Source: an optimization exercise on an open RTL-to-GDS flow (aim: a short achievable clock period and few clock cycles). Production flows keep margins and buffers that such runs may drop.
Function was checked by simulation only, so behaviour that the tests miss may differ from the original.
Power is estimated from default activity; no workload was simulated.

==> job 8124 <==
Design mips_core, start of the top module:
module mips_core (
	input wire clk,   
	input wire rst,   
	output wire [31:0] inst_addr,   
	input wire [31:0] inst_data,   
	output wire mem_wen,   
	output wire [31:0] mem_addr,   
	output wire [31:0] mem_dout,   
	input wire [31:0] mem_din   
	);
	datapath DATAPATH (
		.clk(clk),
		.rst(rst),
		.inst_addr(inst_addr),
		.inst_data(inst_data),
		.mem_wen(mem_wen),
		.mem_addr(mem_addr),
		.mem_dout(mem_dout),
		.mem_din(mem_din)
	);
endmodule
Settings: LEC_CHECK=0, CAP_MARGIN=20, CORE_MARGIN=2, CORE_UTILIZATION=40, PLACE_DENSITY=0.6, SETUP_SLACK_MARGIN=3.5, SLEW_MARGIN=20; clock period 6.0 ns.
run.sh (not shown) runs the stock make flow with config.mk's settings and CLKGATE_MAP_FILE= SYNTH_SCRIPT=/design/flow/synth_recipe.tcl, a recipe that flattens the netlist after the stock synthesis.
==> job 6489: changes against job 8124 <==
--- a/flow/design.v
+++ b/flow/design.v
@@ -320,17 +320,14 @@
 	reg [31:0] pc;
 	wire [29:0] pc4_w;
 	prefix_add #(30) PC_INC (.a(pc[31:2]), .b(30'd0), .cin(1'b1), .sum(pc4_w), .cout(), .cmsb());
 	wire [31:0] pc4 = {pc4_w, pc[1:0]};
 	wire [5:0] if_op = inst_data[31:26];
 	wire if_jump = (if_op == INST_J) || (if_op == INST_JAL);
 	wire [31:0] jump_target = {4'b0000, inst_data[25:0], 2'b00};
-	wire if_jal = (if_op == INST_JAL);
-	wire if_ret = (if_op == INST_R) && (inst_data[5:0] == R_FUNC_JR) && (inst_data[25:21] == 5'd31);
-	reg [31:0] ras;
 	wire if_rs_eq_rt = (inst_data[25:21] == inst_data[20:16]);
 	wire if_pred = ((if_op == INST_BEQ) && if_rs_eq_rt) || ((if_op == INST_BNE) && !if_rs_eq_rt);
 	wire [9:0] fast_lo;
 	wire fast_c;
 	prefix_add #(10) FAST_ADD (.a(pc[11:2]), .b(inst_data[9:0]), .cin(1'b1), .sum(fast_lo), .cout(fast_c), .cmsb());
 	wire fast_hi = (inst_data[15:10] == 6'h3F) || (inst_data[15:10] == 6'h00);
 	wire fast_ok = fast_c ? (inst_data[15:10] == 6'h3F) : (inst_data[15:10] == 6'h00);
@@ -339,15 +336,14 @@
 	wire [29:0] bt_w;
 	prefix_add #(30) BT_ADD (.a(pc[31:2]), .b({{14{inst_data[15]}}, inst_data[15:0]}), .cin(1'b1), .sum(bt_w), .cout(), .cmsb());
 	reg id_valid;
 	reg [31:0] id_inst;
 	reg [31:0] id_pc4;
 	reg id_pred;   
 	reg id_bad;    
-	reg id_ret;    
 	reg [31:0] id_target;
 	wire d_rs_used, d_rt_used, d_b_is_rt, d_wen, d_load, d_store, d_branch, d_beq, d_jr;
 	wire [2:0] d_b_imm;
 	wire [4:0] d_dst;
 	wire d_add, d_sub, d_and, d_or, d_slt, d_srl, d_pass;
 	controller CONTROLLER (
 		.inst(id_inst),
@@ -377,19 +373,19 @@
 	wire rs_ex_hit = ex_wen && (ex_dst == rs);
 	wire rt_ex_hit = ex_wen && (ex_dst == rt);
 	wire rs_mem_hit = mem_wen_r && (mem_dst == rs);
 	wire rt_mem_hit = mem_wen_r && (mem_dst == rt);
 	wire [31:0] fwd_rs = rs_mem_hit ? mem_wdata : rf_rs;
 	wire [31:0] fwd_rt = rt_mem_hit ? mem_wdata : rf_rt;
 	wire stall = id_valid && (
-		(d_rs_used && rs_ex_hit && (ex_load || (d_jr && !id_ret))) ||
+		(d_rs_used && rs_ex_hit && (ex_load || d_jr)) ||
 		(d_rt_used && rt_ex_hit && ex_load) ||
 		(d_rs_used && d_b_is_rt && !d_branch && rs_ex_hit && rt_ex_hit));
 	reg [31:0] ex_a, ex_b, ex_sd, ex_pc4, ex_target;
-	reg ex_pred, ex_bad, ex_beq, ex_ret;
+	reg ex_pred, ex_bad, ex_beq;
 	reg [4:0] ex_sa;
 	reg ex_byp_a, ex_byp_b, ex_byp_bn, ex_byp_sd, ex_mis_eq;
 	reg ex_sub, ex_and, ex_or, ex_srl;
 	reg [3:0] ex_sum_sel, ex_slt_sel;
 	wire [31:0] opa = ex_a | ({32{ex_byp_a}} & mem_res);
 	wire [31:0] opb = ex_b | ({32{ex_byp_b}} & mem_res) | ({32{ex_byp_bn}} & mem_res_n);
 	wire [31:0] sd = ex_sd | ({32{ex_byp_sd}} & mem_res);
@@ -401,31 +397,28 @@
 		.op_and(ex_and), .op_or(ex_or), .op_srl(ex_srl),
 		.result(alu_out)
 	);
 	wire eq_regs = (ex_a == ex_b);
 	wire eq_mem_b = (mem_res == ex_b);
 	wire eq_a_mem = (ex_a == mem_res);
 	wire ex_eq = ex_byp_a ? (ex_byp_b || eq_mem_b) : (ex_byp_b ? eq_a_mem : eq_regs);
-	wire ret_ok = ex_byp_a ? (mem_res == ex_target) : (ex_a == ex_target);
-	wire mispredict = !mis_r && ((ex_branch && (ex_bad || (ex_eq == ex_mis_eq))) || (ex_ret && !ret_ok));
+	wire mispredict = ex_branch && !mis_r && (ex_bad || (ex_eq == ex_mis_eq));
 	wire ex_taken = ex_beq ? ex_eq : !ex_eq;
 	reg mis_r;
-	reg [31:0] mis_pc4, mis_target, mis_ret;
-	reg mis_to_pc4, mis_is_ret;
+	reg [31:0] mis_pc4, mis_target;
+	reg mis_to_pc4;
 	always @(posedge clk) begin
 		mis_r <= mispredict && !rst;
 		mis_pc4 <= ex_pc4;
 		mis_target <= ex_target;
-		mis_ret <= opa;
-		mis_is_ret <= ex_ret;
 		mis_to_pc4 <= ex_bad ? !ex_taken : ex_pred;
 	end
-	wire [31:0] mis_pc = mis_is_ret ? mis_ret : mis_to_pc4 ? mis_pc4 : mis_target;
-	wire jr_redirect = id_valid && d_jr && !id_ret && !stall && !mis_r;
-	wire [31:0] pc_seq = jr_redirect ? fwd_rs : if_jump ? jump_target : if_ret ? ras : if_fast ? fast_target : pc4;
+	wire [31:0] mis_pc = mis_to_pc4 ? mis_pc4 : mis_target;
+	wire jr_redirect = id_valid && d_jr && !stall && !mis_r;
+	wire [31:0] pc_seq = jr_redirect ? fwd_rs : if_jump ? jump_target : if_fast ? fast_target : pc4;
 	wire [31:0] pc_keep = rst ? PC_RESET : (stall ? pc : pc_seq);
 	always @(posedge clk) begin
 		if (mis_r && !rst)
 			pc <= mis_pc;
 		else
 			pc <= pc_keep;
 	end
@@ -433,38 +426,31 @@
 	always @(posedge clk) begin
 		if (rst || mis_r || jr_redirect)
 			id_valid <= 0;
 		else if (!stall)
 			id_valid <= 1;
 	end
 	always @(posedge clk) begin
-		if (if_jal && !stall && !mis_r && !jr_redirect)
-			ras <= pc4;
-	end
-	always @(posedge clk) begin
 		if (!stall) begin
-			id_ret <= if_ret;
 			id_inst <= inst_data;
 			id_pc4 <= pc4;
 			id_pred <= if_fast;
 			id_bad <= if_fast && !fast_ok;
-			id_target <= if_ret ? ras : {bt_w, pc[1:0]};
+			id_target <= {bt_w, pc[1:0]};
 		end
 	end
 	wire id_go = id_valid && !stall && !mis_r;
 	always @(posedge clk) begin
 		if (rst || !id_go) begin
 			ex_wen <= 0;
 			ex_load <= 0;
 			ex_store <= 0;
 			ex_branch <= 0;
-			ex_ret <= 0;
 		end
 		else begin
-			ex_ret <= id_ret;
 			ex_wen <= d_wen;
 			ex_load <= d_load;
 			ex_store <= d_store;
 			ex_branch <= d_branch;
 		end
 	end
 	always @(posedge clk) begin
--- a/flow/config.mk
+++ b/flow/config.mk
@@ -5,9 +5,9 @@
 export SDC_FILE = /design/flow/constraint.sdc
 export NUM_CORES = 4
 export LEC_CHECK = 0
 export CAP_MARGIN = 20
 export CORE_MARGIN = 2
 export CORE_UTILIZATION = 40
 export PLACE_DENSITY = 0.6
-export SETUP_SLACK_MARGIN = 3.5
+export SETUP_SLACK_MARGIN = 3.0
 export SLEW_MARGIN = 20
==> job 217: changes against job 8124 <==
--- a/flow/design.v
+++ b/flow/design.v
@@ -1,27 +1,28 @@
  `timescale 1ns / 1ps
 module alu (
 	input wire [31:0] a, b,   
 	input wire [4:0] sa,
 	input wire [31:0] a_reg, b_reg,   
 	input wire [31:0] res, res_n,     
 	input wire sub,      
-	input wire [3:0] sum_sel,   
+	input wire [4:0] sum_sel,   
 	input wire [3:0] slt_sel,   
 	input wire op_and, op_or, op_srl,
 	output wire [31:0] result
 	);
 	wire [31:0] sum_rr, sum_mr, sum_rm, sum_rn;
 	wire c_rr, c_mr, c_rn;
 	prefix_add #(32) ADD_RR (.a(a_reg), .b(b_reg), .cin(sub), .sum(sum_rr), .cout(), .cmsb(c_rr));
 	prefix_add #(32) ADD_MR (.a(res), .b(b_reg), .cin(sub), .sum(sum_mr), .cout(), .cmsb(c_mr));
 	prefix_add #(32) ADD_RM (.a(a_reg), .b(res), .cin(1'b0), .sum(sum_rm), .cout(), .cmsb());
 	prefix_add #(32) ADD_RN (.a(a_reg), .b(res_n), .cin(1'b1), .sum(sum_rn), .cout(), .cmsb(c_rn));
+	wire [31:0] sum_mm = {res[30:0], 1'b0};
 	wire [31:0] sum = ({32{sum_sel[0]}} & sum_rr) | ({32{sum_sel[1]}} & sum_mr)
-		| ({32{sum_sel[2]}} & sum_rm) | ({32{sum_sel[3]}} & sum_rn);
+		| ({32{sum_sel[2]}} & sum_rm) | ({32{sum_sel[3]}} & sum_rn) | ({32{sum_sel[4]}} & sum_mm);
 	wire carry31 = (slt_sel[0] & c_rr) | (slt_sel[1] & c_mr) | (slt_sel[3] & c_rn);
 	wire is_slt = |slt_sel;
 	wire lt = (a[31] ^ ~b[31]) ? a[31] : ~carry31;
 	wire [31:0] shr = b >> sa;
 	wire [31:0] other = ({32{op_and}} & (a & b))
 		| ({32{op_or}} & (a | b))
 		| ({32{op_srl}} & shr);
@@ -58,29 +59,39 @@
 	assign sum = p[0][N-1:1] ^ g[L][N-2:0];
 	assign cout = g[L][N-1];
 	assign cmsb = g[L][N-2];
 endmodule
  `timescale 1ns / 1ps
 module regfile (
 	input wire clk,
-	input wire [4:0] addr_a,
+	input wire [31:0] sel_a,   
 	output wire [31:0] data_a,
-	input wire [4:0] addr_b,
+	input wire [31:0] sel_b,   
 	output wire [31:0] data_b,
 	input wire en_w,
 	input wire [4:0] addr_w,
 	input wire [31:0] data_w
 	);
-	reg [31:0] regfile [1:31];   
+	reg [31:0] rf [0:31];   
 	always @(posedge clk) begin
 		if (en_w && addr_w != 0)
-			regfile[addr_w] <= data_w;
+			rf[addr_w] <= data_w;
 	end
-	assign data_a = (addr_a == 0) ? 32'b0 : regfile[addr_a];
-	assign data_b = (addr_b == 0) ? 32'b0 : regfile[addr_b];
+	reg [31:0] rd_a, rd_b;
+	integer i;
+	always @(*) begin
+		rd_a = 32'b0;
+		rd_b = 32'b0;
+		for (i = 1; i < 32; i = i + 1) begin
+			rd_a = rd_a | (sel_a[i] ? rf[i] : 32'b0);
+			rd_b = rd_b | (sel_b[i] ? rf[i] : 32'b0);
+		end
+	end
+	assign data_a = rd_a;
+	assign data_b = rd_b;
 endmodule
  `timescale 1ns / 1ps
 module controller (
 	input wire [31:0] inst,
 	output reg rs_used,       
 	output reg rt_used,       
 	output reg b_is_rt,       
@@ -334,16 +345,27 @@
 	prefix_add #(10) FAST_ADD (.a(pc[11:2]), .b(inst_data[9:0]), .cin(1'b1), .sum(fast_lo), .cout(fast_c), .cmsb());
 	wire fast_hi = (inst_data[15:10] == 6'h3F) || (inst_data[15:10] == 6'h00);
 	wire fast_ok = fast_c ? (inst_data[15:10] == 6'h3F) : (inst_data[15:10] == 6'h00);
 	wire if_fast = if_pred && fast_hi;
 	wire [31:0] fast_target = {pc[31:12], fast_lo, pc[1:0]};
 	wire [29:0] bt_w;
 	prefix_add #(30) BT_ADD (.a(pc[31:2]), .b({{14{inst_data[15]}}, inst_data[15:0]}), .cin(1'b1), .sum(bt_w), .cout(), .cmsb());
+	wire f_rs_used, f_rt_used, f_jr;
+	controller PREDECODE (
+		.inst(inst_data),
+		.rs_used(f_rs_used), .rt_used(f_rt_used), .b_is_rt(), .b_imm(),
+		.wen(), .dst(),
+		.is_load(), .is_store(), .is_branch(), .is_beq(), .is_jr(f_jr),
+		.op_add(), .op_sub(), .op_and(), .op_or(), .op_slt(),
+		.op_srl(), .op_pass()
+	);
 	reg id_valid;
 	reg [31:0] id_inst;
+	reg [31:0] id_rs_sel, id_rt_sel;   
+	reg id_h_rs, id_h_rt, id_h_jr;     
 	reg [31:0] id_pc4;
 	reg id_pred;   
 	reg id_bad;    
 	reg id_ret;    
 	reg [31:0] id_target;
 	wire d_rs_used, d_rt_used, d_b_is_rt, d_wen, d_load, d_store, d_branch, d_beq, d_jr;
 	wire [2:0] d_b_imm;
@@ -366,34 +388,34 @@
 	reg [31:0] mem_res;
 	reg [31:0] mem_res_n;   
 	reg [31:0] mem_sd;
 	wire [31:0] rf_rs, rf_rt;
 	wire [31:0] mem_wdata = mem_load ? mem_din : mem_res;
 	regfile REGFILE (
 		.clk(clk),
-		.addr_a(rs), .data_a(rf_rs),
-		.addr_b(rt), .data_b(rf_rt),
+		.sel_a(id_rs_sel), .data_a(rf_rs),
+		.sel_b(id_rt_sel), .data_b(rf_rt),
 		.en_w(mem_wen_r), .addr_w(mem_dst), .data_w(mem_wdata)
 	);
 	wire rs_ex_hit = ex_wen && (ex_dst == rs);
 	wire rt_ex_hit = ex_wen && (ex_dst == rt);
 	wire rs_mem_hit = mem_wen_r && (mem_dst == rs);
 	wire rt_mem_hit = mem_wen_r && (mem_dst == rt);
 	wire [31:0] fwd_rs = rs_mem_hit ? mem_wdata : rf_rs;
 	wire [31:0] fwd_rt = rt_mem_hit ? mem_wdata : rf_rt;
 	wire stall = id_valid && (
-		(d_rs_used && rs_ex_hit && (ex_load || (d_jr && !id_ret))) ||
-		(d_rt_used && rt_ex_hit && ex_load) ||
-		(d_rs_used && d_b_is_rt && !d_branch && rs_ex_hit && rt_ex_hit));
+		(id_h_rs && rs_ex_hit && (ex_load || id_h_jr)) ||
+		(id_h_rt && rt_ex_hit && ex_load));
 	reg [31:0] ex_a, ex_b, ex_sd, ex_pc4, ex_target;
 	reg ex_pred, ex_bad, ex_beq, ex_ret;
 	reg [4:0] ex_sa;
 	reg ex_byp_a, ex_byp_b, ex_byp_bn, ex_byp_sd, ex_mis_eq;
 	reg ex_sub, ex_and, ex_or, ex_srl;
-	reg [3:0] ex_sum_sel, ex_slt_sel;
+	reg [4:0] ex_sum_sel;
+	reg [3:0] ex_slt_sel;
 	wire [31:0] opa = ex_a | ({32{ex_byp_a}} & mem_res);
 	wire [31:0] opb = ex_b | ({32{ex_byp_b}} & mem_res) | ({32{ex_byp_bn}} & mem_res_n);
 	wire [31:0] sd = ex_sd | ({32{ex_byp_sd}} & mem_res);
 	wire [31:0] alu_out;
 	alu ALU (
 		.a(opa), .b(opb), .sa(ex_sa),
 		.a_reg(ex_a), .b_reg(ex_b), .res(mem_res), .res_n(mem_res_n),
@@ -440,14 +462,19 @@
 		if (if_jal && !stall && !mis_r && !jr_redirect)
 			ras <= pc4;
 	end
 	always @(posedge clk) begin
 		if (!stall) begin
 			id_ret <= if_ret;
 			id_inst <= inst_data;
+			id_h_rs <= f_rs_used;
+			id_h_rt <= f_rt_used;
+			id_h_jr <= f_jr && !if_ret;
+			id_rs_sel <= 32'd1 << inst_data[25:21];
+			id_rt_sel <= 32'd1 << inst_data[20:16];
 			id_pc4 <= pc4;
 			id_pred <= if_fast;
 			id_bad <= if_fast && !fast_ok;
 			id_target <= if_ret ? ras : {bt_w, pc[1:0]};
 		end
 	end
 	wire id_go = id_valid && !stall && !mis_r;
@@ -475,16 +502,16 @@
 		ex_pc4 <= id_pc4;
 		ex_target <= id_target;
 		ex_sa <= id_inst[10:6];
 		ex_sub <= d_sub;
 		ex_and <= d_and;
 		ex_or <= d_or;
 		ex_srl <= d_srl;
-		ex_sum_sel <= {4{d_add}} & sum_choice | {3'b0, d_pass};
-		ex_slt_sel <= {4{d_slt}} & sum_choice;
+		ex_sum_sel <= {5{d_add}} & sum_choice | {4'b0, d_pass};
+		ex_slt_sel <= {4{d_slt}} & sum_choice[3:0];
 		ex_mis_eq <= d_beq ? !id_pred : id_pred;
 		ex_a <= (rs_ex_hit || d_pass) ? 32'b0 : fwd_rs;
 		ex_byp_a <= rs_ex_hit;
 		ex_sd <= rt_ex_hit ? 32'b0 : fwd_rt;
 		ex_byp_sd <= rt_ex_hit;
 		if (d_b_is_rt) begin
 			ex_b <= rt_ex_hit ? 32'b0 : (d_sub ? ~fwd_rt : fwd_rt);
@@ -499,15 +526,16 @@
 				3'd1: ex_b <= {16'b0, id_inst[15:0]};
 				3'd2: ex_b <= {id_inst[15:0], 16'b0};
 				default: ex_b <= id_pc4;
 			endcase
 		end
 	end
 	wire b_hit = d_b_is_rt && rt_ex_hit;
-	wire [3:0] sum_choice = {b_hit && d_sub, b_hit && !d_sub, rs_ex_hit, !rs_ex_hit && !b_hit};
+	wire [4:0] sum_choice = {rs_ex_hit && b_hit && !d_sub, !rs_ex_hit && b_hit && d_sub,
+		!rs_ex_hit && b_hit && !d_sub, rs_ex_hit && !b_hit, !rs_ex_hit && !b_hit};
 	always @(posedge clk) begin
 		if (rst) begin
 			mem_wen_r <= 0;
 			mem_load <= 0;
 			mem_store <= 0;
 		end
 		else begin
==> flow/config.mk (replaced) <==
export PLATFORM = sky130hd
export DESIGN_NAME = mips_core
export DESIGN_NICKNAME = mips_core
export VERILOG_FILES = /design/flow/design.v
export SDC_FILE = /design/flow/constraint.sdc
export NUM_CORES = 4
export LEC_CHECK = 0
export CAP_MARGIN = 20
export CORE_MARGIN = 2
export CORE_UTILIZATION = 60
export PLACE_DENSITY = 0.75
export SETUP_SLACK_MARGIN = 3.5
export SLEW_MARGIN = 20
==> comparison table <==
item                                                                     job 6489                  job 8124                   job 217
Outcome                                                            finished clean            finished clean    stopped before the end
Stage where the flow stopped                                                    -                         -  global routing (5_1_grt)
Critical-path top delay cell                            sky130_fd_sc_hd__edfxtp_1   sky130_fd_sc_hd__mux4_2                         -
CTS tree                                                                      yes                       yes                         -
Area fraction in compound gates after synthesis                             8.94%                     9.09%                     20.1%
Average vias per placed instance                                             6.31                      6.32                         -
Max-cap viol count                                                              0                         0                         -
Setup WS pre-CTS                                                          1.54 ns                   1.34 ns                   1.37 ns
Flip-flop and latch count after synthesis                                    1491                      1564                      1620
Sum of internal, switching and leakage power                              26.4 mW                   28.0 mW                         -
Final worst setup slack                                                   2.79 ns                   2.78 ns                         -
Largest voltage drop on the vdd net                                    0.000254 V                0.000339 V                         -
P_leak                                                                    33.2 nW                   37.3 nW                         -
Die span in y                                                              433 um                    442 um                    355 um
Final sum of negative setup slack                                            0 ns                      0 ns                         -
Count of non-CTS buffers in the layout                                        749                      1090                         -
Simple logic cell fraction of the synthesized area                          5.66%                     5.96%                     7.48%
Post-layout nets                                                             5876                      6538                         -
Highest net fanout along the worst path                                         5                         5                         -
Endpoint of the worst register-to-register path     DATAPATH.id_pc4[25]$_DFFE_PP_  DATAPATH.pc[7]$_DFFE_PP_                         -
Testbench counts of job 8124, summed over its fixed seeds: cycles 22,834.
Testbench counts of job 6489, summed over its fixed seeds: cycles 23,076.
Testbench counts of job 217, summed over its fixed seeds: cycles 22,787.

[afterwards: timing with drivers on the ports]
No port has a modelled driver above. Below, the same layouts with a new extraction and two added sets of constraints. Step 1, drivers: a clkbuf_16 drives clk and a buf_2 each remaining input, both assumed. Step 2 times the ports against the registers' clock, not the clock port: input delays grow and output delays shrink by t, the midpoint of the rising clock arrivals with the driver on. Three values: no drivers, after step 1, after step 2; two values: the first two.
run | shift t [ns] | slack for setup (ns) | worst setup path after step 2
job 8124 | 0.913 | 2.782 / 2.782 / 2.091 | input to register
job 6489 | 0.897 | 2.786 / 2.786 / 2.096 | input to register
After both steps every run listed still meets setup and hold. The setup slack of job 8124, which loses most, moves by 0.000 ns with the drivers and by -0.691 ns with both steps.
